This design comes from an exercise in tuning for small area on the open sky130 flow, not from production work. Function was checked by simulation only, so behaviour that the tests miss may differ from the original. No activity file was given, so power comes from the tool's default toggle rates.

## zinc
// Mono_Pong
module Mono_Pong(input clk, input rst, input start, input stop, input push_1, input push_2,
					output [13:0] disp_score, output LED_r, output LED_g,
					output [9:0] LED, output [6:0] disp_level, output [1:0] blue,
					output [3:0] zybo_LED);
Size: about 250 cells after synthesis, ~45 I/O pins, about 1700 µm² of cells after synthesis.
Settings: LEC_CHECK=0, ABC_AREA=1, CAP_MARGIN=20, CORE_AREA=2.3 2.72 59.8 59.84, CTS_BUF_LIST=sky130_fd_sc_hd__clkbuf_8, CTS_CLUSTER_DIAMETER=300, CTS_CLUSTER_SIZE=50, DIE_AREA=0 0 62 62, SLEW_MARGIN=20; clock period 10.0 ns.
standard.sh (not shown) runs the stock make flow with config.mk's settings and CLKGATE_MAP_FILE= SYNTH_SCRIPT=/design/flow/synth_recipe.tcl, a recipe that flattens the netlist after the stock synthesis.
==> flow/flow/run.sh <==
#!/bin/bash
# Own layout flow: the standard synthesis, then the combinational logic between the
# standard synthesis's flip-flops is re-mapped by ABC for area (flip-flops, their names and
# cell types are kept as the standard synthesis made them), then the standard layout.
# Each tool's output goes to a log file of its own in the work folder.
set -euo pipefail
W=$(pwd)
R=$W/orfs/results/${FLOW_PLATFORM}/Mono_Pong/base
LIB=$FLOW_HOME/platforms/${FLOW_PLATFORM}/lib/sky130_fd_sc_hd__tt_025C_1v80.lib
YOSYS=$(command -v yosys || echo "$FLOW_HOME/../tools/install/yosys/bin/yosys")

bash standard.sh synth > "$W/synth.log" 2>&1
cp "$R/1_2_yosys.v" "$W/standard_synth.v"

SEQ=$(grep -oE "sky130_fd_sc_hd__[a-z0-9_]+" "$W/standard_synth.v" | sort -u | grep -E "__(e?df|sdf|dl|conb)" | tr '\n' ' ')
sed -e "s|@LIB@|$LIB|g" -e "s|@SEQ@|$SEQ|g" -e "s|@IN@|$W/standard_synth.v|g" \
    -e "s|@OUT@|$W/resynth.v|g" -e "s|@ABC@|$W/flow/area.abc|g" -e "s|@TOP@|$FLOW_TOP|g" \
    "$W/flow/resynth.ys" > "$W/resynth_run.ys"
"$YOSYS" -s "$W/resynth_run.ys" > "$W/resynth.log" 2>&1

grep -E "sky130_fd_sc_hd__(e?df|sdf|dl)[a-z0-9_]* " "$W/standard_synth.v" | sort > "$W/ff_standard.txt"
grep -E "sky130_fd_sc_hd__(e?df|sdf|dl)[a-z0-9_]* " "$W/resynth.v" | sort > "$W/ff_resynth.txt"
if cmp -s "$W/ff_standard.txt" "$W/ff_resynth.txt"; then
  cp "$W/resynth.v" "$R/1_2_yosys.v"
else
  echo "flip-flops differ after re-mapping; keeping the standard netlist" >> "$W/resynth.log"
fi
touch "$R/1_2_yosys.v"

# ports get the smallest plain buffer instead of the delay buffer buffer_ports picks itself
export BUFFER_PORTS_ARGS="-buffer_cell sky130_fd_sc_hd__buf_1"
bash standard.sh finish > "$W/layout.log" 2>&1
==> flow/flow/area.abc <==
strash
&get -n
&deepsyn -T 30
&put
strash
dch -f
amap
topo
==> flow/flow/resynth.ys <==
# re-map the combinational logic of the standard synthesis netlist; flip-flops stay as they are
read_liberty -ignore_miss_func @LIB@
blackbox @SEQ@
read_verilog @IN@
hierarchy -top @TOP@
flatten
rename -hide w:*.*
opt -purge
abc -liberty @LIB@ -dont_use *probe* -dont_use *lpflow* -dont_use *clkbuf* -dont_use *clkinv* -script @ABC@
opt_clean -purge
setundef -zero
splitnets
opt_clean -purge
hilomap -singleton -hicell sky130_fd_sc_hd__conb_1 HI -locell sky130_fd_sc_hd__conb_1 LO
insbuf -buf sky130_fd_sc_hd__buf_1 A X
opt_clean -purge
stat -liberty @LIB@
write_verilog -noattr -nohex -nodec @OUT@
> inputs changed (zinc -> xenon)
Settings: swapping 50 for 30 in CTS_CLUSTER_SIZE; swapping sky130_fd_sc_hd__clkbuf_8 for sky130_fd_sc_hd__clkbuf_4 in CTS_BUF_LIST; swapping 300 for 100 in CTS_CLUSTER_DIAMETER.
==> notes.md <==
Per the comparison of xenon with zinc, switching part of the total power went up by 3.6 points, total power saw a decrease. The hold slack of xenon was superior to that of zinc. xenon -> zinc: minimum setup slack in the final design flat. Summary of the comparison: wire length on met1 is higher in xenon, relative to zinc. Any difference in worst slew margin relative to its limit between xenon and zinc is small enough to ignore.

static timing again, ports no longer ideal:
The flow's constraints put no driver on any port. The routed layouts listed below were extracted and timed again, unchanged, in two steps. Step 1: set_driving_cell puts a clkbuf_16 on clk and a buf_2 on each other input, an assumption about the parent block. Step 2 adds t to the input delays and takes it off the output delays; t is the mean of the earliest and latest rising clock arrival at the registers after step 1. Input paths then give back, and output paths get back, about the clock's delay inside the block. Slacks: ideal / step 1 / step 2; pairs: ideal / step 1.
| run | t (ns) | setup WS [ns] | worst slew at a driven data input, ns |
|---|---|---|---|
| zinc | 0.297 | 5.675 / 5.652 / 5.631 | 0.03 |
| xenon | 0.341 | 5.675 / 5.652 / 5.649 | 0.03 |
After both steps every run listed still meets setup and hold. The setup slack of zinc, which loses most, moves by -0.023 ns with the drivers and by -0.044 ns with both steps.
